Source: an optimization exercise on an open RTL-to-GDS flow (aim: small area, a short achievable clock period and few clock cycles per item). Production flows keep margins and buffers that such runs may drop.
Where RTL was checked, it was by simulation tests only, not by an equivalence proof against the original.

// Milestone1
module Milestone1 (
		input logic Clock,
		input logic Resetn,
		input logic Start,
		output logic Stop,
		output logic   [17:0]   SRAM_address,
		output logic   [15:0]   SRAM_write_data,
		output logic            SRAM_we_n,
		input  logic   [15:0]   SRAM_read_data
);
Size in the first run: roughly 2200 cells after synthesis, roughly 420 flip-flops, roughly 55 I/O pins, ~0.024 mm2 of cells after synthesis.
Settings: LEC_CHECK=0, CAP_MARGIN=20, CORE_MARGIN=2, CORE_UTILIZATION=30, CTS_CLUSTER_DIAMETER=140, CTS_CLUSTER_SIZE=24, PLACE_DENSITY=0.5, SLEW_MARGIN=20; clock period 13.0 ns.
standard.sh (not shown) runs the stock make flow with config.mk's settings and CLKGATE_MAP_FILE= SYNTH_SCRIPT=/design/flow/synth_recipe.tcl, a recipe that flattens the netlist after the stock synthesis.
==> flow/flow/run.sh <==
#!/bin/bash
set -euo pipefail
export SETUP_SLACK_MARGIN=9.3
export TNS_END_PERCENT=10
export BUFFER_PORTS_ARGS="-buffer_cell sky130_fd_sc_hd__buf_4"
bash standard.sh > standard.log 2>&1
Edit:
--- a/flow/design.v
+++ b/flow/design.v
@@ -298,22 +298,24 @@
 wire fl_131 = fl_102 ^ fl_103 ^ fl_77;
 wire fl_132 = (fl_102 & fl_103) | (fl_102 & fl_77) | (fl_103 & fl_77);
 wire fl_133 = fl_104 ^ fl_105 ^ 1'b1;
 wire fl_134 = (fl_104 & fl_105) | (fl_104 & 1'b1) | (fl_105 & 1'b1);
 wire fl_135 = fl_106 ^ fl_80 ^ fC[8];
 wire fl_136 = (fl_106 & fl_80) | (fl_106 & fC[8]) | (fl_80 & fC[8]);
 wire [18:0] fl_a = {1'b1, 1'b1, fl_136, fl_134, fl_132, fl_130, fl_128, fl_126, fl_124, fl_122, fl_120, fl_118, fl_116, fl_114, fl_112, fl_110, fl_108, fl_107, fA[0]};
 wire [18:0] fl_b = {1'b0, 1'b0, 1'b1, fl_135, fl_133, fl_131, fl_129, fl_127, fl_125, fl_123, fl_121, fl_119, fl_117, fl_115, fl_113, fl_111, fl_109, 1'b1, ~fC[0]};
-logic [18:0] fa, fb;             
+wire [8:0]  fl_lo = {1'b0, fl_a[7:0]} + {1'b0, fl_b[7:0]};
+logic [10:0] fa, fb;
+logic        fc8;
 always_ff @(posedge Clock) begin
-	fa <= fl_a; fb <= fl_b;
+	fa <= fl_a[18:8]; fb <= fl_b[18:8]; fc8 <= fl_lo[8];
 end
-wire [18:0] fs = fa + fb;
-wire [9:0]  fr = {fs[18], fs[16:8]};    
+wire [10:0] fs = fa + fb + {10'd0, fc8};
+wire [9:0]  fr = {fs[10], fs[8:0]};    
 wire [10:0] f3 = {2'd0, fr[8:0]} + {1'b0, fr[8:0], 1'b0};
 wire [7:0]  eu = ch[6], ev = ch[7];
 wire [8:0]  vsel = k_odd ? vhold[8:0] : {1'b0, ev};
 wire [10:0] vs3 = {2'd0, vsel} + {1'b0, vsel, 1'b0};
 wire [10:0] eu3 = {3'd0, eu} + {2'd0, eu, 1'b0};
 wire [7:0] Yv = k_eveny ? D[15:8] : D[7:0];
 wire ym_1 = Yv[5] ^ Yv[3];
 wire ym_2 = Yv[5] & Yv[3];
What happened:
- critical path depth came out higher by 1
- sequential share of layout area came out lower by 0.82 points
- setup slack got worse by 130 ps
- cell count came out higher by 0.51%
- utilization came out lower by 0.20 points
- design area came out lower by 0.60%
No run of this note included a check of the RTL's function; only the layout flow was run.

--- another note on this design; it stands on its own ---

== red ==
Design Milestone1, start of the top module:
module Milestone1 (
		input logic Clock,
		input logic Resetn,
		input logic Start,
		output logic Stop,
		output logic   [17:0]   SRAM_address,
		output logic   [15:0]   SRAM_write_data,
		output logic            SRAM_we_n,
		input  logic   [15:0]   SRAM_read_data
);
Settings: LEC_CHECK=0, CAP_MARGIN=20, CORE_MARGIN=2, CORE_UTILIZATION=30, CTS_CLUSTER_DIAMETER=140, CTS_CLUSTER_SIZE=24, PLACE_DENSITY=0.5, SLEW_MARGIN=20; clock period 13.0 ns.
standard.sh (not shown) runs the stock make flow with config.mk's settings and CLKGATE_MAP_FILE= SYNTH_SCRIPT=/design/flow/synth_recipe.tcl, a recipe that flattens the netlist after the stock synthesis.
==> flow/flow/run.sh <==
#!/bin/bash
set -euo pipefail
export SETUP_SLACK_MARGIN=9.3
export TNS_END_PERCENT=10
export BUFFER_PORTS_ARGS="-buffer_cell sky130_fd_sc_hd__buf_2"
bash standard.sh > standard.log 2>&1
No stage failed in red, and the final checks on the layout all came back clean.
Testbench counts of red, summed over its fixed seeds: cycles 774,832, frames 4.
Input changes introduced in blue (baseline for comparison: red):
==> flow/flow/run.sh <==
#!/bin/bash
set -euo pipefail
export SETUP_SLACK_MARGIN=9.3
export TNS_END_PERCENT=10
export BUFFER_PORTS_ARGS="-buffer_cell sky130_fd_sc_hd__buf_4"
bash standard.sh > standard.log 2>&1
### Flow results
blue: no failed stages, no open violations at the end. red has completed all stages; timing, DRC and antenna checks passed. Number of antenna violations at the first check in global routing in blue is 1 above red. red and blue ended up with nearly the same met1 wire length. blue ended with less number of ordinary and repair buffers in the finished layout than red. Taking red as the reference, in blue worst hold margin held; register-to-register slack climbed 20 ps; worst endpoint data arrival time has remained practically unchanged; estimated wirelength of the detail-placed design flat. Comparing blue with red, the final cell count came out essentially unchanged.

==> port drivers added, routing unchanged <==
The results above use ideal ports. As a check the final layouts listed here were re-extracted and re-timed, cells and wires unchanged. Step 1: set_driving_cell puts a clkbuf_16 on Clock and a buf_2 on each other input, an assumption about the parent block. Step 2 times the ports against the registers' clock, not the clock port: input delays grow and output delays shrink by t, the midpoint of the rising clock arrivals with the driver on. Slacks: ideal ports / drivers / drivers and shift; pairs: ideal ports / drivers.
| run | t (ns) | setup slack, ns | slew at the worst register clock pin (ns) |
|---|---|---|---|
| the first run of note 1 | 0.617 | 9.185 / 9.185 / 9.185 | 0.11 / 0.11 |
| the second run of note 1 | 0.617 | 9.052 / 9.052 / 9.052 | 0.11 / 0.11 |
| red | 0.623 | 9.265 / 9.204 / 9.354 | 0.10 / 0.10 |
| blue | 0.625 | 9.280 / 9.222 / 9.366 | 0.10 / 0.10 |
After both steps setup and hold are still met in every run listed.
